This design comes from an exercise in tuning for small area, a short achievable clock period and few clock cycles per item on the open sky130 flow, not from production work. Where RTL was checked, it was by simulation tests only, not by an equivalence proof against the original. Function not checked in runs 2 to 6: the RTL went through the layout flow alone. Power is estimated from default activity; no workload was simulated.

==> flow/design.v <==
module _inv(a,y);  
input a;  
output y;  
assign y = ~a;  
endmodule  
module _nand2(a,b,y);  
input a,b;  
output y;  
assign y = ~(a&b);  
endmodule  
module _and2(a,b,y);  
input a,b;  
output y;  
assign y = a & b;  
endmodule  
module _or2(a,b,y);  
input a,b;  
output y;  
assign y = a | b;  
endmodule  
module _xor2(a,b,y);  
input a,b;  
output y;  
wire inv_a, inv_b;  
wire w0, w1;  
_inv U0_inv(.a(a), .y(inv_a));  
_inv U1_inv(.a(b), .y(inv_b));  
_and2 U2_and2(.a(inv_a), .b(b), .y(w0));  
_and2 U3_and2(.a(a), .b(inv_b), .y(w1));  
_or2 U4_or2(.a(w0), .b(w1), .y(y));  
endmodule  
module _and3(a,b,c,y);  
input a,b,c;  
output y;  
assign y = a & b & c;  
endmodule  
module _and4(a,b,c,d,y);  
input a,b,c,d;  
output y;  
assign y = a & b & c & d;  
endmodule  
module _and5(a,b,c,d,e,y);  
input a,b,c,d,e;  
output y;  
assign y = a & b & c & d & e;  
endmodule  
module _or3(a,b,c,y); 
input a,b,c;  
output y;  
assign y= a | b | c;  
endmodule  
module _or4(a,b,c,d,y);  
input a,b,c,d;  
output y;  
assign y = a | b | c | d;  
endmodule  
module _or5(a,b,c,d,e,y);  
input a,b,c,d,e;  
output y;  
assign y = a | b | c | d | e;  
endmodule  
module _inv_4bits(a,y);  
input [3:0] a;  
output [3:0] y;  
assign y = ~a;  
endmodule  
module _and2_4bits(a,b,y);  
input [3:0] a,b;  
output [3:0] y;  
assign y = a&b;  
endmodule  
module _or2_4bits(a,b,y);  
input [3:0] a,b;  
output [3:0] y;  
assign y =a|b;  
endmodule  
module _xor2_4bits(a,b,y);  
input [3:0] a,b;  
output [3:0] y;  
	_xor2 U0_xor2(  
	.a(a[0]),
	.b(b[0]), 
	.y(y[0])
	);
	_xor2 U1_xor2(  
	.a(a[1]),
	.b(b[1]),
	.y(y[1])
	);
	_xor2 U2_xor2(  
	.a(a[2]),
	.b(b[2]),
	.y(y[2])
	);
	_xor2 U3_xor2(  
	.a(a[3]),
	.b(b[3]),
	.y(y[3])
	);
endmodule  
module _xnor2_4bits(a,b,y);  
input [3:0] a,b;  
output [3:0] y;  
wire [3:0] w0;  
	_xor2_4bits U0_xor2_4bits(  
	.a(a),
	.b(b),
	.y(w0)
	);
	_inv_4bits U1_inv_4bits(  
	.a(w0),
	.y(y)
	);
endmodule  
module _inv_32bits(a,y);  
input [31:0] a;  
output [31:0] y;  
assign y = ~a;  
endmodule  
module _and2_32bits(a,b,y);  
input [31:0] a,b;  
output [31:0] y;  
assign y = a&b;  
endmodule  
module _or2_32bits(a,b,y);  
input [31:0] a,b;  
output [31:0] y;  
assign y = a|b;  
endmodule  
module _xor2_32bits(a,b,y);  
input [31:0] a,b;  
output [31:0] y;  
_xor2_4bits U0_xor2_4bits(  
	.a(a[3:0]),
	.b(b[3:0]),
	.y(y[3:0])
	);
_xor2_4bits U1_xor2_4bits(  
	.a(a[7:4]),
	.b(b[3:0]),
	.y(y[7:4])
	);
_xor2_4bits U2_xor2_4bits(  
	.a(a[11:8]),
	.b(b[11:8]),
	.y(y[11:8])
	);
_xor2_4bits U3_xor2_4bits(  
	.a(a[15:12]),
	.b(b[15:12]),
	.y(y[15:12])
	);
_xor2_4bits U4_xor2_4bits(  
	.a(a[19:16]),
	.b(b[19:16]),
	.y(y[19:16])
	);
_xor2_4bits U5_xor2_4bits(  
	.a(a[23:20]),
	.b(b[23:20]),
	.y(y[23:20])
	);
_xor2_4bits U6_xor2_4bits(  
	.a(a[27:24]),
	.b(b[27:24]),
	.y(y[27:24])
	);
_xor2_4bits U7_xor2_4bits(  
	.a(a[31:28]),
	.b(b[31:28]),
	.y(y[31:28])
	);
endmodule  
module _xnor2_32bits(a,b,y);  
input [31:0] a,b;  
output [31:0] y;  
_xnor2_4bits U0_xnor2_4bits(  
	.a(a[3:0]),
	.b(b[3:0]),
	.y(y[3:0])
	);
_xnor2_4bits U1_xnor2_4bits(  
	.a(a[7:4]),
	.b(b[7:4]),
	.y(y[7:4])
	);
_xnor2_4bits U2_xnor2_4bits(  
	.a(a[11:8]),
	.b(b[11:8]),
	.y(y[11:8])
	);
_xnor2_4bits U3_xnor2_4bits(  
	.a(a[15:12]),
	.b(b[15:12]),
	.y(y[15:12])
	);
_xnor2_4bits U4_xnor2_4bits(  
	.a(a[19:16]),
	.b(b[19:16]),
	.y(y[19:16])
	);
_xnor2_4bits U5_xnor2_4bits(  
	.a(a[23:20]),
	.b(b[23:20]),
	.y(y[23:20])
	);
_xnor2_4bits U6_xnor2_4bits(  
	.a(a[27:24]),
	.b(b[27:24]),
	.y(y[27:24])
	);
_xnor2_4bits U7_xnor2_4bits(  
	.a(a[31:28]),
	.b(b[31:28]),
	.y(y[31:28])
	);
endmodule  
module fa_v2(a,b,ci,s);  
input a,b,ci;  
output s;  
wire w0;  
	_xor2 U0_xor2(  
	.a(a),  
	.b(b),  
	.y(w0)  
	);
	_xor2 U1_xor2(  
	.a(w0),  
	.b(ci),  
	.y(s)  
	);
endmodule  
module clb4(a,b,ci,c1,c2,c3,co);  
input [3:0] a,b;  
input ci;  
output c1,c2,c3,co;  
wire [3:0] g,p;  
wire w0_c1;  
wire w0_c2, w1_c2;  
wire w0_c3, w1_c3, w2_c3;  
wire w0_co, w1_co, w2_co, w3_co;  
	_and2 U0_and2(  
	.a(a[0]),
	.b(b[0]),
	.y(g[0])
	);
	_and2 U1_and2(  
	.a(a[1]),
	.b(b[1]),
	.y(g[1])
	);
	_and2 U2_and2(  
	.a(a[2]),
	.b(b[2]),
	.y(g[2])
	);
	_and2 U3_and2(  
	.a(a[3]),
	.b(b[3]),
	.y(g[3])
	);
	_or2 U4_or2(  
	.a(a[0]),
	.b(b[0]),
	.y(p[0])
	);
	_or2 U5_or2(  
	.a(a[1]),
	.b(b[1]),
	.y(p[1])
	);
	_or2 U6_or2(  
	.a(a[2]),
	.b(b[2]),
	.y(p[2])
	);
	_or2 U7_or2(  
	.a(a[3]),
	.b(b[3]),
	.y(p[3])
	);
	_and2 U8_and2(  
	.a(p[0]),
	.b(ci),
	.y(w0_c1)
	);
	_or2 U9_or2(  
	.a(g[0]),
	.b(w0_c1),
	.y(c1)
	);
	_and2 U10_and2(  
	.a(p[1]),
	.b(g[0]),
	.y(w0_c2)
	);
	_and3 U11_and3(  
	.a(p[1]),
	.b(p[0]),
	.c(ci),
	.y(w1_c2)
	);
	_or3 U12_or3(  
	.a(g[1]),
	.b(w0_c2),
	.c(w1_c2),
	.y(c2)
	);
	_and2 U13_and2(  
	.a(p[2]),
	.b(g[1]),
	.y(w0_c3)
	);
	_and3 U14_and3(  
	.a(p[2]),
	.b(p[1]),
	.c(g[0]),
	.y(w1_c3)
	);
	_and4 U15_and4(  
	.a(p[2]),
	.b(p[1]),
	.c(p[0]),
	.d(ci),
	.y(w2_c3)
	);
	_or4 U16_or4(  
	.a(g[2]),
	.b(w0_c3),
	.c(w1_c3),
	.d(w2_c3),
	.y(c3)
	);
	_and2 U17_and2(  
	.a(p[3]),
	.b(g[2]),
	.y(w0_co)
	);
	_and3 U18_and3(  
	.a(p[3]),
	.b(p[2]),
	.c(g[1]),
	.y(w1_co)
	);
	_and4 U19_and4(  
	.a(p[3]),
	.b(p[2]),
	.c(p[1]),
	.d(g[0]),
	.y(w2_co)
	);
	_and5 U20_and5(  
	.a(p[3]),
	.b(p[2]),
	.c(p[1]),
	.d(p[0]),
	.e(ci),
	.y(w3_co)
	);
	_or5 U21_or5(  
	.a(g[3]),
	.b(w0_co),
	.c(w1_co),
	.d(w2_co),
	.e(w3_co),
	.y(co)
	);
endmodule  
module cla4(a,b,ci,s,co);  
input [3:0] a,b;  
input ci;  
output [3:0] s;  
output co;  
wire c1, c2, c3;  
	fa_v2 U0_fa_v2(  
	.a(a[0]),  
	.b(b[0]),  
	.ci(ci),  
	.s(s[0])  
	);
	fa_v2 U1_fa_v2(  
	.a(a[1]),  
	.b(b[1]),  
	.ci(c1),  
	.s(s[1])  
	);
	fa_v2 U2_fa_v2(  
	.a(a[2]),  
	.b(b[2]),  
	.ci(c2),  
	.s(s[2])  
	);
	fa_v2 U3_fa_v2(  
	.a(a[3]),  
	.b(b[3]),  
	.ci(c3),  
	.s(s[3])  
	);
	clb4 U4_clb4(  
	.a(a),  
	.b(b),  
	.ci(ci),  
	.c1(c1),  
	.c2(c2),  
	.c3(c3),  
	.co(co)  
	);
endmodule  
module cla8(a,b,ci,s,co);  
input [7:0] a,b;  
input ci;
output [7:0] s;  
output co;  
wire c1;  
assign {co, s} = a + b + ci;
endmodule  
module cla64(a,b,ci,s,co);  
input [63:0] a,b;  
input ci;  
output [63:0] s;  
output co;  
wire c1, c2, c3, c4, c5, c6, c7;  
assign {co, s} = a + b + ci;
endmodule  
module ns_logic(clk, reset_n, op_start, op_clear, op_done, state, counter);  
input clk, reset_n;  
input op_start, op_clear, op_done;  
output [1:0] state;  
output [6:0] counter;  
parameter start_state = 2'b00;  
parameter multiple_state = 2'b01;  
parameter clear_state = 2'b10;  
reg [1:0] state, next_state;  
reg [6:0] counter, next_counter;  
reg [6:0] temp;  
wire [6:0] temp_counter;  
wire co;  
cla8 U0_cla8(  
	.a({1'b0, next_counter}),  
	.b(8'b00000001),
	.ci(1'b0),
	.s(temp_counter),
	.co(co)
	);
always @(posedge clk or negedge reset_n)
begin
	if(reset_n == 1'b0) 
	begin
		temp = 7'b0000000;
		state <= start_state;
		counter <= 7'b0000000;
	end
	else
	begin
		temp = temp_counter[6:0];
		state <= next_state;
		counter <= next_counter;
	end
end
always @(op_start, op_clear, op_done, state, counter, temp)
begin
	if(op_clear == 1'b1)  
	begin
		next_state <= start_state;
		next_counter <= 7'b0000000;
	end
	else
	begin
		case(state)
			start_state:  
			begin
				if(op_start == 1'b1 && op_clear == 1'b0 && op_done == 1'b0)  
				begin
					next_state <= multiple_state;
					next_counter <= counter;
				end
				else
				begin
					next_state <= start_state;
					next_counter <= counter;
				end
			end
			multiple_state:  
			begin
				if(counter == 7'b1000000)  
				begin
					next_state <= clear_state;
					next_counter <= counter;
				end
				else if(op_clear == 1'b1)
				begin
					next_state <= start_state;
					next_counter <= 7'b0000000;
				end
				else
				begin
					next_state <= multiple_state;
					next_counter <= temp; 
				end
			end
			clear_state:  
			begin
				if(op_clear == 1'b1)  
				begin
					next_state <= start_state; 
					next_counter <= 7'b0000000;
				end
				else  
				begin
					next_state <= clear_state;
					next_counter <= counter;
				end
			end
			default:
			begin
				next_state <= 2'bx;
				next_counter <= 7'bx;
			end
		endcase  
	end
end
endmodule  
module o_logic(clk, reset_n, multiplier, multiplicand, counter, state, op_done, result);  
	input clk, reset_n;  
	input [63:0] multiplier;  
	input [63:0] multiplicand;  
	input [6:0] counter;  
	input [1:0] state;  
	output op_done;  
	output [127:0] result;  
	parameter start_state = 2'b00;  
	parameter multiple_state = 2'b01;  
	parameter clear_state = 2'b10;  
	reg op_done;  
	reg [127:0] result;  
	reg [127:0] next_result;  
	reg [127:0] temp;  
	reg [63:0] addition_store, subtraction_store;  
	reg last_result;  
	reg last_q;  
	wire [63:0] addition, subtraction;  
	always @(posedge clk or negedge reset_n)
	begin
		if(reset_n == 1'b0)  
		begin
			addition_store = 64'b0;
			subtraction_store = 64'b0;
			result = 128'b0;
			last_q <= 1'b0;
		end
		else
		begin
			addition_store = addition;
			subtraction_store = subtraction;
			result <= next_result;
			last_q <= last_result;
		end
	end
	always @(multiplier, multiplicand, counter, state, result, last_q, addition_store, subtraction_store)
	begin
		case(state)
			start_state:  
			begin
				next_result = {64'b0,multiplier}; 
				op_done = 1'b0;
				last_result = 1'b0;
				temp = 128'b0;
			end
			multiple_state:  
			begin
				if(counter == 7'b1000000)  
				begin 
					op_done = 1'b1;
					next_result = result;
					last_result = 1'b0;
					temp = 128'b0; 
				end
				else
				begin
					op_done = 1'b0;
					if(result[0] == 1'b0 && last_q == 1'b0)  
					begin
						temp = result;
						last_result = result[0];
						next_result = {result[127], result[127:1]};  
					end
					else if(result[0] == 1'b0 && last_q == 1'b1)  
					begin
						temp[127:64] = addition_store;
						temp[63:0] = result[63:0];
						last_result = result[0];
						next_result = {((result[127] == multiplicand[63]) ? result[127] : temp[127]), temp[127:1]};  
					end
					else if(result[0] == 1'b1 && last_q == 1'b0)  
					begin
						temp[127:64] = subtraction_store;
						temp[63:0] = result[63:0];
						last_result = result[0];
						next_result = {((result[127] != multiplicand[63]) ? result[127] : temp[127]), temp[127:1]};  
					end
					else if(result[0] == 1'b1 && last_q == 1'b1)  
					begin
						temp = result;
						last_result = result[0];
						next_result = {result[127], result[127:1]};  
					end
					else 
					begin
						temp = result;
						next_result = 128'b0;
						op_done = 1'b0;
						last_result = 1'b0;
					end
				end
			end
			clear_state:  
			begin
				next_result = result;
				op_done = 1'b1;
				last_result = 1'b0;
				temp = 128'b0;
			end
			default:
			begin
				next_result = 128'bx;
				op_done = 1'bx;
				last_result = 1'bx;
				temp = 128'bx;
			end
		endcase  
	end
	cla64 U0_cla64(  
		.a(next_result[127:64]),
		.b(multiplicand[63:0]),
		.ci(1'b0),
		.s(addition),
		.co()
		);
	cla64 U1_cla64(  
		.a(next_result[127:64]),
		.b(~multiplicand[63:0]),
		.ci(1'b1),
		.s(subtraction),
		.co()
		);
endmodule  
module booth_multiplier(clk, reset_n, multiplier, multiplicand, op_start, op_clear, op_done, result);
	input clk, reset_n;
	input [63:0] multiplier;
	input [63:0] multiplicand;
	input op_start, op_clear;
	output op_done;
	output [127:0] result;
	localparam IDLE = 2'd0, BUSY = 2'd1, DONE = 2'd2;
	reg [1:0] state;
	reg [3:0] cnt;
	reg op_done;
	reg [63:0] lo;              
	reg [64:0] acc_s, acc_c;    
	reg [7:0]  pend_s, pend_c;  
	reg        cin;             
	reg [3:0]  sel1, sel2, neg;  
	wire [8:0] win_ld = {multiplier[7:0], 1'b0};
	wire [8:0] win_nx = lo[15:7];
	wire [8:0] win = (state == IDLE) ? win_ld : win_nx;
	wire [3:0] e1, e2, en;
	genvar t;
	generate
		for (t = 0; t < 4; t = t + 1) begin : g_enc
			wire b0 = win[2*t];
			wire b1 = win[2*t+1];
			wire b2 = win[2*t+2];
			assign e1[t] = b1 ^ b0;
			assign e2[t] = (b2 & ~b1 & ~b0) | (~b2 & b1 & b0);
			assign en[t] = b2 & ~(b1 & b0);
		end
	endgenerate
	wire [63:0] nvec;
	generate
		for (t = 0; t < 32; t = t + 1) begin : g_neg
			wire xm1 = (t == 0) ? 1'b0 : multiplier[2*t-1];
			assign nvec[2*t] = multiplier[2*t+1] & ~(multiplier[2*t] & xm1);
			assign nvec[2*t+1] = 1'b0;
		end
	endgenerate
	wire [64:0] pat [0:3];
	generate
		for (t = 0; t < 4; t = t + 1) begin : g_row
			wire [64:0] mag = ({65{sel1[t]}} & {multiplicand[63], multiplicand}) | ({65{sel2[t]}} & {multiplicand, 1'b0});
			assign pat[t] = mag ^ {65{neg[t]}};
		end
	endgenerate
	wire [72:0] l3_s, l3_c;
	csa_tree u_tree(.as(acc_s), .ac(acc_c), .p0(pat[0]), .p1(pat[1]), .p2(pat[2]), .p3(pat[3]), .s(l3_s), .c(l3_c));
	wire [72:0] sum = {acc_s[64:0], pend_s} + {acc_c[64:0], pend_c} + {72'b0, cin};
	wire c8 = sum[8] ^ acc_s[0] ^ acc_c[0];
	wire idle = (state == IDLE);
	wire step = (state == BUSY) & ~cnt[3];
	wire fin = (state == BUSY) & cnt[3];
	always @(posedge clk or negedge reset_n) begin
		if (!reset_n) begin
			state <= IDLE;
			cnt <= 4'd0;
			op_done <= 1'b0;
		end else if (op_clear) begin
			state <= IDLE;
			op_done <= 1'b0;
		end else begin
			case (state)
				IDLE: if (op_start) begin state <= BUSY; cnt <= 4'd0; end
				BUSY: begin
					cnt <= cnt + 4'd1;
					if (cnt[3]) begin state <= DONE; op_done <= 1'b1; end
				end
				default: ;
			endcase
		end
	end
	always @(posedge clk) begin
		sel1 <= e1;
		sel2 <= e2;
		neg <= en;
		if (idle) begin
			acc_c <= {1'b0, nvec};
			pend_s <= 8'b0;
			pend_c <= 8'b0;
			cin <= 1'b0;
		end else begin
			acc_c <= l3_c[72:8];
			pend_s <= l3_s[7:0];
			pend_c <= l3_c[7:0];
			cin <= c8;
		end
		if (idle) begin
			lo <= multiplier;
			acc_s <= {1'b1, 64'b0};
		end else if (step) begin
			lo <= {sum[7:0], lo[63:8]};
			acc_s <= l3_s[72:8];
		end else if (fin) begin
			lo <= {sum[7:0], lo[63:8]};
			acc_s[63:0] <= sum[71:8];
		end
	end
	assign result = {acc_s[63:0], lo};
endmodule
module csa_tree(as, ac, p0, p1, p2, p3, s, c);
	input [64:0] as, ac, p0, p1, p2, p3;
	output [72:0] s, c;
	wire [72:0] a0 = {8'b0, as};
	wire [72:0] a1 = {8'b0, ac};
	wire [72:0] r0 = {7'b0, 1'b1, ~p0[64], p0[63:0]};
	wire [72:0] r1 = {5'b0, 1'b1, ~p1[64], p1[63:0], 2'b0};
	wire [72:0] r2 = {3'b0, 1'b1, ~p2[64], p2[63:0], 4'b0};
	wire [72:0] r3 = {1'b0, 1'b1, ~p3[64], p3[63:0], 6'b0};
	wire [72:0] l1a_s = a0 ^ a1 ^ r0;
	wire [72:0] l1a_c = {((a0 & a1) | (a0 & r0) | (a1 & r0)), 1'b0};
	wire [72:0] l1b_s = r1 ^ r2 ^ r3;
	wire [72:0] l1b_c = {((r1 & r2) | (r1 & r3) | (r2 & r3)), 1'b0};
	wire [72:0] l2_s = l1a_s ^ l1a_c ^ l1b_s;
	wire [72:0] l2_c = {((l1a_s & l1a_c) | (l1a_s & l1b_s) | (l1a_c & l1b_s)), 1'b0};
	assign s = l2_s ^ l2_c ^ l1b_c;
	assign c = {((l2_s & l2_c) | (l2_s & l1b_c) | (l2_c & l1b_c)), 1'b0};
endmodule
==> flow/flow/run.sh <==
#!/bin/bash
# Standard ORFS layout, with the port buffers made of the smallest buffer cell.
set -euo pipefail
cd "$(dirname "$0")/.."
bash standard.sh 'BUFFER_PORTS_ARGS=-buffer_cell sky130_fd_sc_hd__buf_1' finish > standard_flow.log 2>&1
==> flow/standard.sh <==
#!/bin/bash
# synth_recipe.tcl (not shown) runs the flow's synth.tcl, then flattens the netlist and writes it again
# the make line also repeats each setting of config.mk as NAME=value (left out here)
make -C /OpenROAD-flow-scripts/flow DESIGN_CONFIG=/design/flow/config.mk WORK_HOME=/design/flow/orfs CLKGATE_MAP_FILE= SYNTH_SCRIPT=/design/flow/synth_recipe.tcl "${@:-finish}"
==> flow/config.mk <==
export PLATFORM = sky130hd
export DESIGN_NAME = booth_multiplier
export DESIGN_NICKNAME = booth_multiplier
export VERILOG_FILES = /design/flow/design.v
export SDC_FILE = /design/flow/constraint.sdc
export NUM_CORES = 4
export LEC_CHECK = 0
export ABC_AREA = 1
export CAP_MARGIN = 20
export CORE_MARGIN = 2
export CORE_UTILIZATION = 40
export SETUP_SLACK_MARGIN = 3.4
export SLEW_MARGIN = 20
export SYNTH_HIERARCHICAL = 1
export TNS_END_PERCENT = 20
==> flow/constraint.sdc <==
create_clock -name core_clock -period 6.0 [get_ports {clk}]
set_input_delay 1.2000 -clock core_clock [delete_from_list [all_inputs] [get_ports {clk}]]
set_output_delay 1.2000 -clock core_clock [all_outputs]
set_load 0.01 [all_outputs]
==> results.cfg, run 1 <==
[flow_run]
max-cap-violations = 0

[synth]
synthCells = 3380
yosysWarnings = 7
synth-seq-cells = 230
syn_area_mm2 = 0.0254
ys_types = 48
synth-seq-area-share = 0.208
synth.avg_cell_area_um2 = 7.51
synthFlopType = dfxtp_1
async_reset_ff_frac = 0.0304
synth_edf_count = 64

[floorplan]
initial_core_util = 0.403
num_rows = 92
die-area_mm2 = 0.0655
ios = 261
placeableCoreArea_mm2 = 0.0630
die_w_um = 256
die_h_um = 256

[clock_network]
cts_tree = yes
root_buffer = clkbuf_16
clk_pin_slew_worst_paths_ns = 0.06
clkSinkCount = 230
numCtsBuffers = 28
cts_hold_buf = 0
htreeDepth = 1
clkLatencyLatePin_ns = 0.62
clock_path_buffers = 3

[run_status]
status = complete, no violations

[drt]
routed_wl_mm = 98.7
ant_nets = 0
drt-vias-per-instance = 5.31
drt_iter0_markers = 1854
routedWlPerCell_um = 22.2
first_pass_iters = 5
vias = 23592
drc_errors = 0

[critical_path]
cp-end-kind = flop
crit_top_cell = fa_1
path_cells = buf_6 > clkinvlp_4 > o22ai_2 > xor2_1 > fa_1 > fa_1 > fa_1 > o211ai_1 > nand2_1
crit_fanout = 8
crit_family = adder cells
crit_type = primary input to flop
path_buf_inv = 2
start_kind = primary input
arrival_ns = 3.70
max_stage_delay_ns = 0.58
crit_required_ns = 6.45
slowest_stage = fa_1

[final_layout]
syn_to_final_growth_pct = 18.4
drive_gt1_frac = 0.142
finish.instance_area_mm2 = 0.0301
fillers = 6435
nNetsFinal = 4052
finish.cell_count_without_fillers = 4447
antenna_cells = 0

[power]
pwr-share-clk = 0.102
p_int_mw = 9.11
seqPwrFrac = 0.148
swShare = 0.499
peakVddDrop_uv = 309
pwr_density_cell_mw_per_mm2 = 604
p_leak_nw = 14.7
pwr-share-comb = 0.751
power_switching_mw = 9.05

[place]
dp.final_hpwl_mm = 72.5
dpl-instance-area_mm2 = 0.0268
port_buffers = 260
gp_congestion = 0.976
dp_cells = 4319

[sta]
clock.fmax_mhz = 308
slew_headroom = 0.371
hold_viol = 0
worst_pin_slew_ns = 0.944
setup_viol = 0
slew_violations = 0
fin_crit_ns = 3.25
rsz0062_at_grt = true
finClkSkew_ns = 0.0641
fin_tns_setup_ns = 0
min_period_over_period = 0.542

[grt]
grt_overflow_total = 0
grt_use_total = 0.294
grt_pass1_vias = 23663
grt_max_degree = 73
antenna_found_initial = 2
grt_pass1_wl_mm = 147

[hold_path]
min_path_type = flop to flop
## stage by stage
stage,util,worst slack (ns),total power [mW],hold slack (ns)
floorplan,-,2.47,11.7,0.429
global placement,0.426,2.12,15.2,0.444
detailed placement,0.426,2.06,15.2,0.452
CTS,0.464,2.78,17.9,0.469
global route,0.478,2.63,20.1,0.493
finish,0.478,2.75,18.2,0.463
## power by group through the flow
stage / clock (mW) / sequential, mW / combinational (mW)
finish: 1.85 / 2.68 / 13.6
global route: 1.92 / 2.73 / 15.4
CTS: 1.86 / 2.68 / 13.3
detailed placement: 0 / 2.81 / 12.4
global placement: 0 / 2.82 / 12.4
floorplan: 0 / 2.51 / 9.16
## final timing paths
kind / from / end / slack [ns] / cells after the start
min in group asynchronous: reset_n / cnt[1]$_DFFE_PN0P_ / 0.51 / 1
worst max-delay path: multiplicand[30] / acc_s[24]$_SDFFE_PP0P_ / 2.75 / 9
worst min register to register: acc_s[64]$_SDFFE_PP1P_ / acc_s[64]$_SDFFE_PP1P_ / 0.46 / 2
worst max register to register: sel1[3]$_DFF_P_ / acc_s[29]$_SDFFE_PP0P_ / 2.76 / 11
worst min-delay path: acc_s[64]$_SDFFE_PP1P_ / acc_s[64]$_SDFFE_PP1P_ / 0.46 / 2
max in group asynchronous: reset_n / state[1]$_DFFE_PN0P_ / 5.15 / 1
## placed cells by master, fill, tap and decap left out, drive strengths merged, types with 19 or more instances in the layout
master	Yosys	routed
a21o	32	32
a21oi	117	117
buf	112	349
clkbuf	82	43
dfxtp	159	159
edfxtp	64	64
fa	253	253
ha	88	88
inv	471	457
nand2	955	955
nand3	113	113
nor2	236	236
o21ai	82	82
o21bai	19	19
o22ai	253	253
xor2	273	273
## kinds of logic after synthesis
logic type / Yosys count / share of synthesized area
other: 2 / 0.000296
buffers and inverters: 665 / 0.110
AND/OR/NAND/NOR: 1337 / 0.217
adder cells (fa/ha/maj): 341 / 0.243
flip-flops: 230 / 0.208
XOR/XNOR: 288 / 0.0994
AO/OA/AOI/OAI: 517 / 0.122
## Yosys stat by module (local to each module, per instance)
module / flops+latches / cell area [um2] / cells / copies in the design
csa_tree: 0 / 5380 / 309 / 1
booth_multiplier: 230 / 20000 / 3071 / 1
## cell usage after synthesis (73+ instances only)
| cell | n | area (um2) |
|---|---|---|
| nand2_1 | 925 | 3470 |
| inv_1 | 444 | 1670 |
| xor2_1 | 273 | 2390 |
| fa_1 | 253 | 5060 |
| o22ai_1 | 253 | 1580 |
| nor2_1 | 206 | 773 |
| dfxtp_1 | 159 | 3180 |
| a21oi_1 | 112 | 561 |
| nand3_1 | 102 | 510 |
| ha_1 | 88 | 1100 |
| clkbuf_1 | 82 | 308 |
| o21ai_0 | 73 | 365 |
## metal layers
metal / wire [um] / GRT usage / vias to the layer above / share of wire
met4: 3960 / 0.0988 / 0 / 0.040
met2: 44700 / 0.469 / 966 / 0.45
met1: 42100 / 0.403 / 11398 / 0.43
met3: 7880 / 0.0501 / 181 / 0.080
met5: 0 / 0 / - / 0
li1: - / - / 11047 / -
## area by class of cell
type                    count  area, um2  share of cell area
clock buffers              40        836              0.0278
clock inverters            12        165             0.00549
inverters                 471       2010              0.0670
multi-input cells        2489      18400               0.611
flip-flops and latches    230       5320               0.177
well taps                 846       1060              0.0352
repair buffers            353       2250              0.0747
repair inverters            6       52.6             0.00175
## worst register-to-register path: cells and delay by family (launching register included)
family          cells  cell delay, ns
compound gates      2            0.27
xor+xnor            1            0.22
fa+ha+maj           3            1.46
buf+inv             2            0.52
flops               1            0.41
simple gates        3            0.21
## what timing repair did
action / 4_1_cts / 5_1_grt
buffers inserted: 39 / 28
pin swaps: 116 / 120
gates cloned: 7 / 2
gates resized for setup: 212 / 142
endpoints found under the setup margin: 145 / 197
## state kept, by name, indices dropped and copies added (netlist names)
| name | count |
|---|---|
| acc_c | 65 |
| pend_s | 8 |
| sel1 | 4 |
| lo | 64 |
| cnt | 4 |
| op_done | 1 |
| pend_c | 8 |
| neg | 4 |
| sel2 | 4 |
| acc_s | 65 |
| state | 2 |
| cin | 1 |
Testbench counts, summed over its fixed seeds: cycles 5,632, items 512.
==> run 2, diff against run 1 <==
--- a/flow/design.v
+++ b/flow/design.v
@@ -692,7 +692,7 @@
 	endgenerate
 	wire [72:0] l3_s, l3_c;
 	csa_tree u_tree(.as(acc_s), .ac(acc_c), .p0(pat[0]), .p1(pat[1]), .p2(pat[2]), .p3(pat[3]), .s(l3_s), .c(l3_c));
-	wire [72:0] sum = {acc_s[64:0], pend_s} + {acc_c[64:0], pend_c} + {72'b0, cin};
+	wire [72:0] sum = {acc_s[64:0], pend_s} + {acc_c[64:0], pend_c[7:1], cin};
 	wire c8 = sum[8] ^ acc_s[0] ^ acc_c[0];
 	wire idle = (state == IDLE);
 	wire step = (state == BUSY) & ~cnt[3];
==> flow/config.mk (replaced) <==
export PLATFORM = sky130hd
export DESIGN_NAME = booth_multiplier
export DESIGN_NICKNAME = booth_multiplier
export VERILOG_FILES = /design/flow/design.v
export SDC_FILE = /design/flow/constraint.sdc
export NUM_CORES = 4
export LEC_CHECK = 0
export CAP_MARGIN = 20
export CORE_MARGIN = 2
export CORE_UTILIZATION = 40
export SETUP_SLACK_MARGIN = 3.2
export SLEW_MARGIN = 20
export SYNTH_HIERARCHICAL = 1
export TNS_END_PERCENT = 5
==> results.cfg, run 2 <==
[run_status]
status = complete, no violations

[critical_path]
crit_family = adder cells
path_buf_inv = 1
start_kind = primary input
crit_top_cell = fa_1
path_cells = buf_2 > a22oi_1 > xnor2_1 > fa_1 > fa_1 > fa_1 > mux2i_1 > o21ai_0
slowest_stage = fa_1
crit_fanout = 8
crit_required_ns = 6.44
arrival_ns = 3.58
crit_type = primary input to flop
max_stage_delay_ns = 0.57
cp-end-kind = flop

[power]
p_leak_nw = 10.7
p_total_mw = 15.3
pwr_density_cell_mw_per_mm2 = 556
peakVddDrop_uv = 259

[drt]
drt_iter0_markers = 1746
drt-vias-per-instance = 5.88
drc_errors = 0
routedWlPerCell_um = 25.0
vias = 20153
first_pass_iters = 8
routed_wl_mm = 85.9
ant_nets = 0

[clock_network]
cts_hold_buf = 0
clock_path_buffers = 3
clkLatencyLatePin_ns = 0.60
clk_pin_slew_worst_paths_ns = 0.06
numCtsBuffers = 29
cts_tree = yes
htreeDepth = 1
root_buffer = clkbuf_16
clkSinkCount = 229

[floorplan]
die-area_mm2 = 0.0604
placeableCoreArea_mm2 = 0.0577
num_rows = 88
die_w_um = 246
ios = 261
die_h_um = 246
initial_core_util = 0.405

[final_layout]
antenna_cells = 0
layout_common_cells = nand2_1 (364), xnor2_1 (270), fa_1 (249), a22oi_1 (201), buf_1 (196)
syn_to_final_growth_pct = 17.4
reg_top3 = acc_c x65, acc_s x65, lo x64
final_common_cell = nand2_1
nNetsFinal = 3114
fillers = 5499
drive_gt1_frac = 0.155

[sta]
worst_pin_slew_ns = 1.07
min_period_over_period = 0.523
setup_ws_ns = 2.86
setup_viol = 0
rsz0062_at_grt = true
clock.fmax_mhz = 319
hold_viol = 0
fin_crit_ns = 3.14
slew_headroom = 0.284
slew_violations = 0
finClkSkew_ns = 0.0302
fin_tns_setup_ns = 0

[place]
dp_slack_ns = 2.06
port_buffers = 260
dp.final_hpwl_mm = 59.3
gp_congestion = 0.911

[synth]
synthCells = 2556
yosysWarnings = 7
synth.avg_cell_area_um2 = 9.14
syn_area_mm2 = 0.0234

[hold_path]
min_path_type = flop to flop

[grt]
grt_pass1_wl_mm = 129
grt_pass1_vias = 20682
grt_use_total = 0.282
grt_max_degree = 89
grt_overflow_total = 0
antenna_found_initial = 3

[flow_run]
max-cap-violations = 0
run 2: where the power goes:
part           switching, mW  internal [mW]
registers              0.606           2.09
clock network          0.748           1.13
logic                   5.85           4.83
run 2: worst paths after layout:
check	end	from	slack, ns	cells after the start
worst min-delay path	acc_s[64]$_SDFFE_PP1P_	acc_s[64]$_SDFFE_PP1P_	0.49	1
worst max-delay path	acc_s[0]$_SDFFE_PP0P_	multiplicand[4]	2.86	8
min in group asynchronous	op_done$_DFFE_PN0P_	reset_n	0.51	1
worst min register to register	acc_s[64]$_SDFFE_PP1P_	acc_s[64]$_SDFFE_PP1P_	0.49	1
max in group asynchronous	cnt[3]$_DFFE_PN0P_	reset_n	5.19	1
worst max register to register	acc_s[60]$_SDFFE_PP0P_	state[0]$_DFFE_PN0P_	2.92	5
run 2: cell type report:
class	count	area (um2)	share of cell area
flip-flops and latches	229	5330	0.194
repair buffers	354	2510	0.0915
multi-input cells	1967	17400	0.635
well taps	765	957	0.0349
inverters	60	226	0.00825
clock buffers	39	815	0.0297
clock inverters	14	191	0.00698
run 2: through the flow:
stage / instances / utilization / instance area [um2] / hold slack, ns
after global placement: 3307 / 0.419 / 24200 / 0.466
final: 3428 / 0.476 / 27400 / 0.492
after global routing: 3428 / 0.476 / 27400 / 0.522
after detailed placement: 3307 / 0.419 / 24200 / 0.470
after floorplan: 2559 / - / 23500 / 0.447
after CTS: 3421 / 0.464 / 26800 / 0.494
run 2: repair_timing:
item | 4_1_cts | 5_1_grt
cloned | 6 | 0
pin swaps | 87 | 84
setup endpoints to repair | 135 | 158
buffers inserted | 55 | 7
hold endpoints to repair | 0 | 0
gates resized for setup | 211 | 145
run 2: layer usage:
layer / track usage / wire (um) / up-vias
met3: 0.0657 / 7660 / 200
met2: 0.456 / 39900 / 1001
met5: 0 / 39 / -
li1: - / - / 8901
met4: 0.105 / 3760 / 6
met1: 0.365 / 34500 / 10045
==> run 3, diff against run 2 <==
--- a/flow/config.mk
+++ b/flow/config.mk
@@ -7,7 +7,7 @@
 export LEC_CHECK = 0
 export CAP_MARGIN = 20
 export CORE_MARGIN = 2
-export CORE_UTILIZATION = 40
+export CORE_UTILIZATION = 65
 export SETUP_SLACK_MARGIN = 3.2
 export SLEW_MARGIN = 20
 export SYNTH_HIERARCHICAL = 1
==> results.cfg, run 3 <==
[run_status]
status = complete, no violations

[final_layout]
reg_top3 = acc_c x65, acc_s x65, lo x64
drive_gt1_frac = 0.131
layout_common_cells = nand2_1 (365), xnor2_1 (287), fa_1 (249), a22oi_1 (227), buf_1 (198)
nNetsFinal = 3095
fillers = 2661
final_common_cell = nand2_1
antenna_cells = 0
postLayoutCoreUtil = 0.740
finish.instance_area_mm2 = 0.0263
syn_to_final_growth_pct = 12.3

[clock_network]
htreeDepth = 1
clkLatencyLatePin_ns = 0.55
numCtsBuffers = 25
root_buffer = clkbuf_16
clk_pin_slew_worst_paths_ns = 0.06
clkSinkCount = 229
cts_hold_buf = 0
clock_path_buffers = 3
cts_tree = yes

[drt]
routed_wl_mm = 79.3
vias = 20508
ant_nets = 0
drt_iter0_markers = 2124
drc_errors = 0
first_pass_iters = 6
drt-vias-per-instance = 6.61
routedWlPerCell_um = 25.6

[grt]
grt_max_degree = 78
grt_use_total = 0.413
grt_overflow_total = 0
grt_pass1_wl_mm = 120
grt_pass1_vias = 20528
antenna_found_initial = 3

[critical_path]
start_kind = flop
crit_type = flop to flop
crit_fanout = 3
crit_required_ns = 6.43
arrival_ns = 3.64
cp-end-kind = flop

[power]
p_total_mw = 14.9
pwr_density_cell_mw_per_mm2 = 567
peakVddDrop_uv = 327
p_leak_nw = 10.2

[floorplan]
die_h_um = 194
die-area_mm2 = 0.0375
initial_core_util = 0.659
placeableCoreArea_mm2 = 0.0355
ios = 261
num_rows = 69
die_w_um = 194

[synth]
yosysWarnings = 7
synthCells = 2556
synth.avg_cell_area_um2 = 9.14
syn_area_mm2 = 0.0234

[sta]
fin_tns_setup_ns = 0
clock.fmax_mhz = 311
finClkSkew_ns = 0.0191
setup_viol = 0
rsz0062_at_grt = true
whs_ns = 0.504
worst_pin_slew_ns = 1.00
fin_crit_ns = 3.22
slew_violations = 0
min_period_over_period = 0.537
slew_headroom = 0.333
hold_viol = 0

[place]
dp.final_hpwl_mm = 54.4
port_buffers = 260
gp_congestion = 0.970
dpl-instance-area_mm2 = 0.0238

[flow_run]
max-cap-violations = 0

[hold_path]
min_path_type = flop to flop
-- run 3: area by class of cell --
type                            instances  area (um2)  area share
Multi-Input combinational cell       1967       17200       0.654
Clock buffer                           36         698      0.0266
Sequential cell                       229        5320       0.203
Timing Repair Buffer                  339        2160      0.0824
Tap cell                              461         577      0.0220
Clock inverter                         10        92.6     0.00353
Inverter                               60         225     0.00858
-- run 3: critical path, cell delays in order, from the launching register on --
cell and delay [ns]:
dfxtp_2 0.34, ha_4 0.13, inv_2 0.04, fa_2 0.40, nand2b_4 0.16, a21o_1 0.19
a31o_4 0.27, nor4_4 0.18, nor4_4 0.11, o2bb2ai_4 0.14, buf_6 0.13, o31a_1 0.34
o41ai_2 0.39, xnor2_1 0.18, o21ai_1 0.09
-- run 3: worst paths after layout --
check	start	endpoint	slack, ns	cells past startpoint
worst max-delay path	pend_s[0]$_SDFF_PP0_	acc_s[52]$_SDFFE_PP0P_	2.78	14
worst min-delay path	acc_s[36]$_SDFFE_PP0P_	acc_s[36]$_SDFFE_PP0P_	0.50	2
worst max register to register	pend_s[0]$_SDFF_PP0_	acc_s[52]$_SDFFE_PP0P_	2.78	14
worst min register to register	acc_s[36]$_SDFFE_PP0P_	acc_s[36]$_SDFFE_PP0P_	0.50	2
max in group asynchronous	reset_n	state[1]$_DFFE_PN0P_	5.03	1
min in group asynchronous	reset_n	cnt[1]$_DFFE_PN0P_	0.59	1
-- run 3: what timing repair did --
item	in CTS	in global routing
buffers inserted	43	14
pin swaps	62	33
endpoints found under the setup margin	135	135
gates resized for setup	168	96
-- run 3: through the flow --
stage | worst slack (ns) | std cells
global placement | 2.13 | 2999
CTS | 2.84 | 3088
global route | 2.70 | 3102
floorplan | 2.44 | 2559
finish | 2.78 | 3102
detailed placement | 2.10 | 2999
-- run 3: per-layer routing --
layer  part of all wire  GRT usage  vias up  wire length, um
met5                  0          0        -                0
met4              0.053      0.189        0             4230
met3               0.11      0.108      214             8920
met2               0.45      0.648     1361            35800
met1               0.38      0.539    10045            30300
li1                   -          -     8888                -
-- run 3: where the power goes --
group	leakage, nW	total (mW)	internal [mW]	switching, mW
registers	2.10	2.67	2.09	0.581
clock network	0.392	1.54	0.859	0.676
logic	7.75	10.7	4.78	5.91
total	10.2	14.9	7.73	7.17
==> run 4, diff against run 3 <==
--- a/flow/config.mk
+++ b/flow/config.mk
@@ -7,7 +7,9 @@
 export LEC_CHECK = 0
 export CAP_MARGIN = 20
 export CORE_MARGIN = 2
-export CORE_UTILIZATION = 65
+export CORE_UTILIZATION = 40
+export CTS_CLUSTER_DIAMETER = 70
+export CTS_CLUSTER_SIZE = 24
 export SETUP_SLACK_MARGIN = 3.2
 export SLEW_MARGIN = 20
 export SYNTH_HIERARCHICAL = 1
==> results.cfg, run 4 <==
[grt]
top_usage_layer = met2
grt_max_degree = 89
grt_pass1_vias = 20457
grtUsageMet1 = 0.360
grt_overflow_total = 0
met3_usage = 0.0553
grtUsageMet2 = 0.443
grt_use_total = 0.274
antenna_found_initial = 5
grt_pass1_wl_mm = 126

[run_status]
status = complete, no violations

[place]
port_buffers = 260
dp.final_hpwl_mm = 59.3
gp_congestion = 0.911
dp_slack_ns = 2.06

[sta]
min_period_over_period = 0.534
fin_tns_setup_ns = 0
slew_headroom = 0.287
hold_viol = 0
fin_crit_ns = 3.20
worst_pin_slew_ns = 1.07
setup_viol = 0
rsz0062_at_grt = true
finClkSkew_ns = 0.0374
setup_ws_ns = 2.80
clock.fmax_mhz = 312
slew_violations = 0

[clock_network]
root_buffer = clkbuf_16
cts_hold_buf = 0
clk_pin_slew_worst_paths_ns = 0.08
cts_tree = yes
numCtsBuffers = 22
clkLatencyLatePin_ns = 0.56
clock_path_buffers = 3
htreeDepth = 1
clkSinkCount = 229

[drt]
routedWlPerCell_um = 24.8
routed_wl_mm = 84.5
vias = 19997
drc_errors = 0
first_pass_iters = 6
ant_nets = 0
drt_iter0_markers = 1751
drt-vias-per-instance = 5.86

[final_layout]
antenna_cells = 0
layout_common_cells = nand2_1 (364), xnor2_1 (277), fa_1 (249), a22oi_1 (224), buf_1 (200)
reg_top3 = acc_c x65, acc_s x65, lo x64
final_common_cell = nand2_1
nNetsFinal = 3104
syn_to_final_growth_pct = 14.9
drive_gt1_frac = 0.133

[floorplan]
ios = 261
initial_core_util = 0.405
die_h_um = 246
die-area_mm2 = 0.0604
num_rows = 88
placeableCoreArea_mm2 = 0.0577
die_w_um = 246

[critical_path]
slowest_stage = o41ai_2
arrival_ns = 3.66
crit_required_ns = 6.45
crit_fanout = 3
crit_top_cell = nor4_4
path_buf_inv = 2
start_kind = flop
path_cells = ha_4 > inv_2 > fa_2 > nand2b_4 > a21o_1 > a31o_4 > nor4_4 > nor4_4 > o2bb2ai_4 > buf_6 > o31a_1 > o41ai_2 > xnor2_1 > o21ai_1
cp-end-kind = flop
crit_family = compound AO/OA/AOI/OAI gates
crit_type = flop to flop
max_stage_delay_ns = 0.44

[power]
peakVddDrop_uv = 254
p_leak_nw = 10.4
pwr_density_cell_mw_per_mm2 = 547

[flow_run]
max-cap-violations = 0

[synth]
synthCells = 2556
syn_area_mm2 = 0.0234
synth.avg_cell_area_um2 = 9.14
yosysWarnings = 7

[hold_path]
min_path_type = flop to flop
-- run 4: cell types whose count changed in the layout (fill, tap and decap cells not counted), sizes merged --
cell	change
clkinv	+2
bufinv	-1
inv	+4
clkbuf	+2
buf	-1
-- run 4: layout make-up --
type | instances | area (um2)
flip-flops and latches | 229 | 5320
fillers | 5579 | 30800
repair buffers | 351 | 2460
multi-input cells | 1967 | 17100
inverters | 60 | 226
clock buffers | 25 | 583
well taps | 765 | 957
clock inverters | 15 | 169
-- run 4: through the flow --
stage	cell area [um2]	utilization	hold slack, ns	total power [mW]	cells
after floorplan	23500	-	0.447	9.57	2559
after global placement	24200	0.419	0.466	12.4	3307
after detailed placement	24200	0.419	0.470	12.5	3307
after CTS	26200	0.454	0.495	14.5	3401
after global routing	26900	0.465	0.527	16.1	3412
final	26900	0.465	0.494	14.7	3412
-- run 4: report_power, final --
part | total, mW | switching (mW) | internal, mW | leakage, nW
Combinational | 10.5 | 5.76 | 4.73 | 7.93
Sequential | 2.69 | 0.603 | 2.08 | 2.10
Clock | 1.51 | 0.757 | 0.749 | 0.369
Total | 14.7 | 7.12 | 7.56 | 10.4
-- run 4: final timing paths --
kind	slack, ns	from	cells after the start	end
worst max-delay path	2.80	pend_s[0]$_SDFF_PP0_	14	acc_s[52]$_SDFFE_PP0P_
worst min-delay path	0.49	acc_s[64]$_SDFFE_PP1P_	1	acc_s[64]$_SDFFE_PP1P_
worst max register to register	2.80	pend_s[0]$_SDFF_PP0_	14	acc_s[52]$_SDFFE_PP0P_
worst min register to register	0.49	acc_s[64]$_SDFFE_PP1P_	1	acc_s[64]$_SDFFE_PP1P_
max in group asynchronous	5.15	reset_n	1	cnt[3]$_DFFE_PN0P_
min in group asynchronous	0.55	reset_n	1	op_done$_DFFE_PN0P_
-- run 4: routing by layer --
metal,wire length [um],vias up,part of all wire
met3,7250,190,0.086
met5,50,-,0.00059
li1,-,8887,-
met1,34400,9921,0.41
met2,39000,991,0.46
met4,3850,8,0.046
-- run 4: what timing repair did --
action,CTS,global route
cloned,1,3
pin swaps,67,75
setup buffers,53,8
gates resized for setup,176,143
hold endpoints to repair,0,0
endpoints found under the setup margin,134,165
==> run 5, diff against run 4 <==
--- a/flow/config.mk
+++ b/flow/config.mk
@@ -10,6 +10,7 @@
 export CORE_UTILIZATION = 40
 export CTS_CLUSTER_DIAMETER = 70
 export CTS_CLUSTER_SIZE = 24
+export GPL_TIMING_DRIVEN = 1
 export SETUP_SLACK_MARGIN = 3.2
 export SLEW_MARGIN = 20
 export SYNTH_HIERARCHICAL = 1
==> results.cfg, run 5 <==
[final_layout]
reg_top3 = acc_c x65, acc_s x65, lo x64
final_common_cell = nand2_1
antenna_cells = 0
drive_gt1_frac = 0.133
multi_input_area_mm2 = 0.0171
layout_common_cells = nand2_1 (364), xnor2_1 (277), fa_1 (249), a22oi_1 (224), buf_1 (200)
finish.instance_area_mm2 = 0.0269
syn_to_final_growth_pct = 14.9
nNetsFinal = 3104
fillers = 5579
ff_latch_area_mm2 = 0.00532
finish.cell_count_without_fillers = 3412

[critical_path]
worstSetupStartpoint = pend_s[0]$_SDFF_PP0_
ff2ff_path_depth = 14
crit_top_cell = nor4_4
crit_fanout = 3
start_kind = flop
reg2reg_slack_ns = 2.80
path_cells = ha_4 > inv_2 > fa_2 > nand2b_4 > a21o_1 > a31o_4 > nor4_4 > nor4_4 > o2bb2ai_4 > buf_6 > o31a_1 > o41ai_2 > xnor2_1 > o21ai_1
r2r_end = acc_s[52]$_SDFFE_PP0P_
crit_required_ns = 6.45
max_stage_delay_ns = 0.44
cp-end-kind = flop
path_buf_inv = 2
crit_type = flop to flop
slowest_stage = o41ai_2
r2r-start = pend_s[0]$_SDFF_PP0_
arrival_ns = 3.66
crit_family = compound AO/OA/AOI/OAI gates

[sta]
hold_viol = 0
finClkSkew_ns = 0.0374
slew_headroom = 0.287
clock.fmax_mhz = 312
slew_violations = 0
worst_pin_slew_ns = 1.07
fin_crit_ns = 3.20
fin_tns_setup_ns = 0
setup_ws_ns = 2.80
min_period_over_period = 0.534
rsz0062_at_grt = true
setup_viol = 0

[place]
gp_congestion = 0.911
dpl-instance-area_mm2 = 0.0242
dp_slack_ns = 2.06
dp_cells = 3307
port_buffers = 260
dp.final_hpwl_mm = 59.3

[drt]
drc_errors = 0
routed_wl_mm = 84.5
drt-vias-per-instance = 5.86
drt_iter0_markers = 1751
vias = 19997
first_pass_iters = 6
ant_nets = 0
routedWlPerCell_um = 24.8

[floorplan]
die_w_um = 246
die_h_um = 246
placeableCoreArea_mm2 = 0.0577
die-area_mm2 = 0.0604
initial_core_util = 0.405
num_rows = 88
ios = 261

[clock_network]
clkLatencyLatePin_ns = 0.56
numCtsBuffers = 22
clk_pin_slew_worst_paths_ns = 0.08
clock_path_buffers = 3
cts_hold_buf = 0
cts_tree = yes
root_buffer = clkbuf_16
htreeDepth = 1
clkSinkCount = 229

[grt]
grt_pass1_wl_mm = 126
grt_pass1_vias = 20457
grt_max_degree = 89
grt_use_total = 0.274
grt_overflow_total = 0
antenna_found_initial = 5

[synth]
synth.avg_cell_area_um2 = 9.14
syn_area_mm2 = 0.0234
synthCells = 2556
yosysWarnings = 7

[flow_run]
max-cap-violations = 0

[hold_path]
hold_end = acc_s[64]$_SDFFE_PP1P_
hold_start = acc_s[64]$_SDFFE_PP1P_
min_path_type = flop to flop
holdPathStages = 1

[power]
power_switching_mw = 7.12
swShare = 0.485
pwr_density_cell_mw_per_mm2 = 547
pwr-share-clk = 0.103
peakVddDrop_uv = 254
seqPwrFrac = 0.183
p_leak_nw = 10.4
p_int_mw = 7.56
p_total_mw = 14.7
pwr-share-comb = 0.714

[run_status]
status = complete, no violations
-- run 5: repair_timing --
item,in CTS,in global routing
endpoints found under the setup margin,134,165
pin swaps,67,75
gates cloned,1,3
gates resized for setup,176,143
setup buffers,53,8
-- run 5: worst max path at each step --
stage                                   to  slack (ns)  cells after the start
finish              acc_s[52]$_SDFFE_PP0P_        2.80                     14
global route        acc_s[52]$_SDFFE_PP0P_        2.68                     14
CTS                 acc_s[52]$_SDFFE_PP0P_        2.78                     14
detailed placement  acc_s[45]$_SDFFE_PP0P_        2.06                      9
global placement    acc_s[45]$_SDFFE_PP0P_        2.08                      9
floorplan           acc_s[23]$_SDFFE_PP0P_        2.44                      9
-- run 5: stage by stage --
stage	hold WS (ns)	util
4_1_cts	0.495	0.454
3_5_place_dp	0.470	0.419
5_1_grt	0.527	0.465
6_report	0.494	0.465
3_3_place_gp	0.466	0.419
2_1_floorplan	0.447	-
-- run 5: worst register-to-register path, stage by stage, from the launching register on --
cell	delay, ns
dfxtp_2	0.35
ha_4	0.14
inv_2	0.04
fa_2	0.36
nand2b_4	0.15
a21o_1	0.20
a31o_4	0.25
nor4_4	0.18
nor4_4	0.10
o2bb2ai_4	0.15
buf_6	0.13
o31a_1	0.33
o41ai_2	0.44
xnor2_1	0.19
o21ai_1	0.09
-- run 5: routing by layer --
layer  track usage  vias to the layer above  routed length, um
li1              -                     8887                  -
met4         0.105                        8               3850
met5             0                        -                 50
met1         0.360                     9921              34400
met3        0.0553                      190               7250
met2         0.443                      991              39000
-- run 5: power groups by stage --
stage          registers [mW]  clock network, mW  logic [mW]
4_1_cts                  2.68               1.53        10.3
6_report                 2.69               1.51        10.5
3_3_place_gp             2.83                  0        9.53
5_1_grt                  2.74               1.58        11.7
3_5_place_dp             2.84                  0        9.68
2_1_floorplan            2.44                  0        7.14
-- run 5: cell type report --
class,instances,area share
multi-input combinational,1967,0.638
sequential,229,0.198
timing repair buffer,351,0.0916
tap,765,0.0356
clock buffer,25,0.0217
inverter,60,0.00843
clock inverter,15,0.00629
==> run 6, diff against run 5 <==
--- a/flow/design.v
+++ b/flow/design.v
@@ -655,6 +655,7 @@
 	reg [1:0] state;
 	reg [3:0] cnt;
 	reg op_done;
+	reg [63:0] m;               
 	reg [63:0] lo;              
 	reg [64:0] acc_s, acc_c;    
 	reg [7:0]  pend_s, pend_c;  
@@ -686,13 +687,13 @@
 	wire [64:0] pat [0:3];
 	generate
 		for (t = 0; t < 4; t = t + 1) begin : g_row
-			wire [64:0] mag = ({65{sel1[t]}} & {multiplicand[63], multiplicand}) | ({65{sel2[t]}} & {multiplicand, 1'b0});
+			wire [64:0] mag = ({65{sel1[t]}} & {m[63], m}) | ({65{sel2[t]}} & {m, 1'b0});
 			assign pat[t] = mag ^ {65{neg[t]}};
 		end
 	endgenerate
 	wire [72:0] l3_s, l3_c;
 	csa_tree u_tree(.as(acc_s), .ac(acc_c), .p0(pat[0]), .p1(pat[1]), .p2(pat[2]), .p3(pat[3]), .s(l3_s), .c(l3_c));
-	wire [72:0] sum = {acc_s[64:0], pend_s} + {acc_c[64:0], pend_c[7:1], cin};
+	wire [72:0] sum = {acc_s[64:0], pend_s} + {acc_c[64:0], pend_c} + {72'b0, cin};
 	wire c8 = sum[8] ^ acc_s[0] ^ acc_c[0];
 	wire idle = (state == IDLE);
 	wire step = (state == BUSY) & ~cnt[3];
@@ -717,6 +718,7 @@
 		end
 	end
 	always @(posedge clk) begin
+		m <= multiplicand;
 		sel1 <= e1;
 		sel2 <= e2;
 		neg <= en;
--- a/flow/config.mk
+++ b/flow/config.mk
@@ -8,9 +8,6 @@
 export CAP_MARGIN = 20
 export CORE_MARGIN = 2
 export CORE_UTILIZATION = 40
-export CTS_CLUSTER_DIAMETER = 70
-export CTS_CLUSTER_SIZE = 24
-export GPL_TIMING_DRIVEN = 1
 export SETUP_SLACK_MARGIN = 3.2
 export SLEW_MARGIN = 20
 export SYNTH_HIERARCHICAL = 1
==> results.cfg, run 6 <==
[critical_path]
start_kind = flop
cp-end-kind = flop
crit_required_ns = 6.43
r2r-start = sel1[1]$_DFF_P_
crit_fanout = 8
crit_type = flop to flop
worstSetupStartpoint = sel1[1]$_DFF_P_
reg2reg_slack_ns = 2.88
arrival_ns = 3.55

[synth]
synthCells = 2608
synth_edf_count = 64
yosys-top-cells-count = nand2_1 (362), xnor2_1 (295), a22oi_1 (293)
ys_types = 74
synth-seq-area-share = 0.267
synth-seq-cells = 294
synthFlopType = dfxtp_1
synth_area_leaders = fa_1 (21%), dfxtp_1 (18%), xnor2_1 (10%)
synth_top_family_by_area = adder cells
synth_xor_xnor_area_share = 0.117
syn_area_mm2 = 0.0246
synth.avg_cell_area_um2 = 9.44
yosys.area_share.simple = 0.109
synthMuxAreaShare = 0.00778
yosysWarnings = 7
synth.most_common_cell = nand2_1
yosys.area.top_type = fa_1
yosys.area.top_type_share = 0.206
synth_compound_area_frac = 0.178
async_reset_ff_frac = 0.0238
synthAdderAreaFrac = 0.251

[drt]
drt_iter0_markers = 2160
routed_wl_mm = 94.1
vias = 21033
ant_nets = 0
drc_errors = 0
first_pass_iters = 6
drt-vias-per-instance = 5.95
routedWlPerCell_um = 26.6

[floorplan]
die_w_um = 252
placeableCoreArea_mm2 = 0.0606
initial_core_util = 0.406
die-area_mm2 = 0.0635
ios = 261
die_h_um = 252
num_rows = 90

[place]
dp.final_hpwl_mm = 64.1
gp_congestion = 0.971
dpl-instance-area_mm2 = 0.0253
dp_slack_ns = 2.14
dp_cells = 3373
port_buffers = 260

[clock_network]
clk_pin_slew_worst_paths_ns = 0.06
htreeDepth = 2
numCtsBuffers = 38
clkLatencyLatePin_ns = 0.58
cts_tree = yes
clock_path_buffers = 3
clkSinkCount = 294
cts_hold_buf = 0
root_buffer = clkbuf_16

[run_status]
status = complete, no violations

[final_layout]
drive_gt1_frac = 0.127
antenna_cells = 0
finish.instance_area_mm2 = 0.0288
fillers = 5654
finish.cell_count_without_fillers = 3536
reg_top3 = acc_c x65, acc_s x65
final_common_cell = nand2_1
nNetsFinal = 3197
syn_to_final_growth_pct = 17.2
layout_common_cells = nand2_1 (361), xnor2_1 (292), a22oi_1 (282), buf_1 (260), fa_1 (249)

[sta]
slew_headroom = 0.298
clock.fmax_mhz = 320
hold_viol = 0
worst_pin_slew_ns = 1.05
min_period_over_period = 0.521
setup_ws_ns = 2.88
setup_viol = 0
fin_tns_setup_ns = 0
rsz0062_at_grt = true
finClkSkew_ns = 0.0356
slew_violations = 0
fin_crit_ns = 3.12

[grt]
grt_pass1_wl_mm = 137
grt_overflow_total = 0
grt_use_total = 0.290
grt_pass1_vias = 21305
grt_max_degree = 71
antenna_found_initial = 1

[hold_path]
min_path_type = flop to flop
hold_start = acc_s[4]$_SDFFE_PP0P_

[flow_run]
max-cap-violations = 0

[power]
peakVddDrop_uv = 293
pwr_density_cell_mw_per_mm2 = 680
p_leak_nw = 11.4
p_total_mw = 19.6
==> run 6: worst paths after layout <==
check,endpoint,cells past startpoint
hold reg to reg,acc_s[4]$_SDFFE_PP0P_,2
max in group asynchronous,state[1]$_DFFE_PN0P_,1
min in group asynchronous,op_done$_DFFE_PN0P_,1
setup reg to reg,acc_s[13]$_SDFFE_PP0P_,9
hold / removal,acc_s[4]$_SDFFE_PP0P_,2
setup / recovery,acc_s[13]$_SDFFE_PP0P_,9
==> run 6: what timing repair did <==
| item | CTS | global route |
|---|---|---|
| setup endpoints to repair | 135 | 132 |
| setup buffers | 67 | 14 |
| pin swaps | 43 | 97 |
| gates resized for setup | 126 | 121 |
| cloned | 8 | 4 |
==> run 6: per-module statistics from Yosys, one instance, submodules excluded <==
module            flip-flops and latches  cell area (um2)  copies in the design  cells
booth_multiplier                     294            19200                     1   2299
csa_tree                               0             5380                     1    309
==> run 6: layer usage <==
metal | vias to the layer above | global-route usage | routed length (um)
met5 | - | 0 | 0
li1 | 9124 | - | -
met2 | 1232 | 0.458 | 42600
met1 | 10431 | 0.382 | 37500
met4 | 0 | 0.130 | 4560
met3 | 246 | 0.0629 | 9420
==> run 6: area by class of cell <==
| class | instances | area, um2 | area share |
|---|---|---|---|
| Clock buffer | 52 | 1110 | 0.0385 |
| Clock inverter | 18 | 216 | 0.00751 |
| Inverter | 67 | 255 | 0.00885 |
| Multi-Input combinational cell | 1945 | 17000 | 0.590 |
| Sequential cell | 294 | 6660 | 0.231 |
| Tap cell | 782 | 978 | 0.0339 |
| Timing Repair Buffer | 378 | 2600 | 0.0901 |
==> run 6: critical path, cell delays in order, from the launching register on <==
cell and delay (ns):
dfxtp_4 0.49, buf_12 0.19, clkbuf_16 0.18, a22oi_1 0.10, xnor2_1 0.26, fa_1 0.46
fa_1 0.59, fa_1 0.45, mux2i_1 0.14, o21ai_0 0.08
==> run 6: cells by family after synthesis <==
kind of cell	count (synthesis)
compound gates	646
xor+xnor	328
mux	19
flops	294
other cells	2
simple gates	605
fa+ha+maj	341
buf+inv	373
==> run 6: per-stage QoR <==
step / util / hold slack [ns]
6_report: 0.476 / 0.499
5_1_grt: 0.476 / 0.525
4_1_cts: 0.464 / 0.500
3_5_place_dp: 0.418 / 0.483
3_3_place_gp: 0.418 / 0.474
2_1_floorplan: - / 0.465
==> run 6: power by group <==
group | switching, mW | total, mW | internal [mW]
sequential | 0.741 | 3.38 | 2.64
combinational | 7.55 | 13.8 | 6.24
clock | 0.995 | 2.44 | 1.45
==> run 7, diff against run 6 <==
--- a/flow/design.v
+++ b/flow/design.v
@@ -655,7 +655,6 @@
 	reg [1:0] state;
 	reg [3:0] cnt;
 	reg op_done;
-	reg [63:0] m;               
 	reg [63:0] lo;              
 	reg [64:0] acc_s, acc_c;    
 	reg [7:0]  pend_s, pend_c;  
@@ -687,7 +686,7 @@
 	wire [64:0] pat [0:3];
 	generate
 		for (t = 0; t < 4; t = t + 1) begin : g_row
-			wire [64:0] mag = ({65{sel1[t]}} & {m[63], m}) | ({65{sel2[t]}} & {m, 1'b0});
+			wire [64:0] mag = ({65{sel1[t]}} & {multiplicand[63], multiplicand}) | ({65{sel2[t]}} & {multiplicand, 1'b0});
 			assign pat[t] = mag ^ {65{neg[t]}};
 		end
 	endgenerate
@@ -718,7 +717,6 @@
 		end
 	end
 	always @(posedge clk) begin
-		m <= multiplicand;
 		sel1 <= e1;
 		sel2 <= e2;
 		neg <= en;
==> flow/flow/run.sh (replaced) <==
#!/bin/bash
# Standard ORFS layout, with the port buffers made of the smallest buffer
# cell and timing repair free to resize cells across footprints.
set -euo pipefail
cd "$(dirname "$0")/.."
bash standard.sh 'BUFFER_PORTS_ARGS=-buffer_cell sky130_fd_sc_hd__buf_1' MATCH_CELL_FOOTPRINT=0 finish > standard_flow.log 2>&1
==> results.cfg, run 7 <==
[power]
pwr_density_cell_mw_per_mm2 = 557
peakVddDrop_uv = 239
p_leak_nw = 10.8

[grt]
grt_max_degree = 68
grt_use_total = 0.285
grt_pass1_wl_mm = 129
grt_pass1_vias = 20458
antenna_found_initial = 1
grt_overflow_total = 0

[synth]
ys_types = 86
synth_area_leaders = fa_1 (22%), dfxtp_1 (14%), xnor2_1 (11%)
synth-seq-area-share = 0.225
synth.most_common_cell = nand2_1
yosys.area.top_type_share = 0.216
synth-seq-cells = 230
yosys.area.top_type = fa_1
syn_area_mm2 = 0.0234
synth_edf_count = 64
yosys-top-cells-count = nand2_1 (367), xnor2_1 (295), a22oi_1 (284)
yosysWarnings = 7
synth.avg_cell_area_um2 = 9.26
async_reset_ff_frac = 0.0304
synthCells = 2531
synthFlopType = dfxtp_1

[sta]
finClkSkew_ns = 0.0292
fin_tns_setup_ns = 0
setup_viol = 0
worst_pin_slew_ns = 1.07
slew_headroom = 0.286
slew_violations = 0
min_period_over_period = 0.540
whs_ns = 0.503
clock.fmax_mhz = 309
fin_crit_ns = 3.24
rsz0062_at_grt = true
hold_viol = 0

[floorplan]
die_w_um = 246
ios = 261
die_h_um = 246
num_rows = 88
placeableCoreArea_mm2 = 0.0578
die-area_mm2 = 0.0606
initial_core_util = 0.406

[critical_path]
start_kind = primary input
cp-end-kind = flop
crit_fanout = 8
crit_required_ns = 6.43
r2r_end = acc_s[29]$_SDFFE_PP0P_
crit_type = primary input to flop
arrival_ns = 3.67
reg2reg_slack_ns = 2.85
r2r-start = sel1[2]$_DFF_P_
ff2ff_path_depth = 9

[run_status]
status = complete, no violations

[place]
dp_cells = 3284
dp.final_hpwl_mm = 62.3
gp_congestion = 0.919
port_buffers = 260

[flow_run]
max-cap-violations = 0

[drt]
routedWlPerCell_um = 25.8
drt-vias-per-instance = 5.92
drt_iter0_markers = 1753
ant_nets = 0
first_pass_iters = 6
vias = 20118
drc_errors = 0
routed_wl_mm = 87.6

[hold_path]
hold_end = op_done$_DFFE_PN0P_
holdPathStages = 2
hold_start = op_done$_DFFE_PN0P_
min_path_type = flop to flop

[final_layout]
fillers = 5462
reg_top3 = acc_c x65, acc_s x65, lo x64
layout_common_cells = nand2_1 (364), xnor2_1 (278), fa_1 (249), a22oi_1 (223), buf_1 (197)
syn_to_final_growth_pct = 16.7
nNetsFinal = 3081
final_common_cell = nand2_1
drive_gt1_frac = 0.156
finish.cell_count_without_fillers = 3396

[clock_network]
cts_hold_buf = 0
numCtsBuffers = 28
root_buffer = clkbuf_16
clkLatencyLatePin_ns = 0.57
clkSinkCount = 230
clock_path_buffers = 3
cts_tree = yes
clk_pin_slew_worst_paths_ns = 0.07
htreeDepth = 1
[run 7: worst max-delay path by stage]
stage | start | to | slack [ns] | depth (start not counted)
6_report | multiplicand[33] | acc_s[29]$_SDFFE_PP0P_ | 2.76 | 8
4_1_cts | cin$_SDFF_PP0_ | acc_s[42]$_SDFFE_PP0P_ | 2.85 | 12
5_1_grt | pend_s[0]$_SDFF_PP0_ | acc_s[14]$_SDFFE_PP0P_ | 2.72 | 13
2_1_floorplan | multiplicand[48] | acc_s[40]$_SDFFE_PP0P_ | 2.50 | 8
3_3_place_gp | multiplicand[52] | acc_s[46]$_SDFFE_PP0P_ | 2.10 | 9
3_5_place_dp | multiplicand[52] | acc_s[46]$_SDFFE_PP0P_ | 2.05 | 9
[run 7: repair_timing]
| action | in CTS | in global routing |
|---|---|---|
| gates resized for setup | 288 | 173 |
| endpoints found under the setup margin | 164 | 184 |
| pin swaps | 85 | 57 |
| cloned | 0 | 1 |
| hold endpoints to repair | 0 | 0 |
| setup buffers | 41 | 16 |
[run 7: critical path, cell delays in order]
cell,delay (ns)
clkbuf_2,0.16
a22oi_1,0.32
xnor2_1,0.20
fa_1,0.52
fa_1,0.58
fa_1,0.43
a22oi_1,0.16
o21ai_0,0.10
[run 7: kinds of logic after synthesis]
logic type / share of synthesized area
AOI/OAI and AO/OA: 0.187
xor gates and xnor gates: 0.122
adders and majority gates: 0.263
buffers and inverters: 0.0735
DFF: 0.225
muxes: 0.0133
other: 0.000320
and+or+nand+nor: 0.116
[run 7: area by class of cell]
cell class,count,area [um2],area share
Multi-Input combinational cell,1950,17500,0.640
Sequential cell,230,5370,0.196
Timing Repair Buffer,341,2370,0.0865
Tap cell,765,957,0.0350
Clock buffer,46,872,0.0319
Inverter,57,215,0.00786
Clock inverter,6,83.8,0.00306
Antenna cell,1,2.50,0.0000914
[run 7: layer usage]
| layer | GRT usage | vias up | part of all wire |
|---|---|---|---|
| met5 | 0 | - | 0 |
| met4 | 0.108 | 0 | 0.039 |
| met3 | 0.0642 | 182 | 0.093 |
| met2 | 0.451 | 1050 | 0.46 |
| met1 | 0.380 | 10057 | 0.41 |
| li1 | - | 8829 | - |
[run 7: Yosys stat by module (local to each module, per instance)]
module,flip-flops and latches,cells inside
booth_multiplier,230,2222
csa_tree,0,309
[run 7: power breakdown]
part	internal (mW)	total, mW	switching (mW)
clock network	1.07	1.80	0.725
logic	4.86	10.7	5.87
registers	2.11	2.72	0.616
[run 7: per-stage QoR]
step / total power, mW / instance area [um2] / util / setup slack, ns
after CTS: 14.9 / 26500 / 0.459 / 2.85
after global routing: 16.6 / 27400 / 0.474 / 2.72
after floorplan: 9.58 / 23600 / - / 2.50
after detailed placement: 12.6 / 24200 / 0.419 / 2.05
after global placement: 12.4 / 24200 / 0.419 / 2.10
final: 15.2 / 27400 / 0.474 / 2.76
Testbench counts of run 7, summed over its fixed seeds: cycles 5,632, items 512.

-- static timing again, ports no longer ideal --
The results above use ideal ports. As a check the final layouts listed here were re-extracted and re-timed, cells and wires unchanged.
Step 1: set_driving_cell puts a clkbuf_16 on clk and a buf_2 on each other input, an assumption about the parent block.
Step 2 moves the port delays by t, midway between the first and last clock arrival at a register: inputs arrive t later, outputs are due t later. That takes back most of the time a late clock gives input paths.
Three values: ideal, step 1, step 2; two values: the first two.
run | t, ns | setup slack, ns | worst setup path at the end | worst data-port slew with drivers (ns) | cell pins on the clock port's net
run 1 | 0.647 | 2.748 / 2.763 / 2.118 | input to register | 0.07 | 1
run 2 | 0.643 | 2.861 / 2.895 / 2.252 | input to register | 0.11 | 1
run 3 | 0.599 | 2.780 / 2.780 / 2.238 | input to register | 0.07 | 1
run 4 | 0.605 | 2.795 / 2.795 / 2.214 | input to register | 0.09 | 1
run 5 | 0.605 | 2.795 / 2.795 / 2.214 | input to register | 0.09 | 1
run 6 | 0.622 | 2.876 / 2.876 / 2.876 | register to register | 0.05 | 1
run 7 | 0.619 | 2.760 / 2.786 / 2.167 | input to register | 0.09 | 1
After both steps setup and hold are still met in every run listed. The setup slack of run 1, which loses most, moves by +0.015 ns with the drivers and by -0.630 ns with both steps.
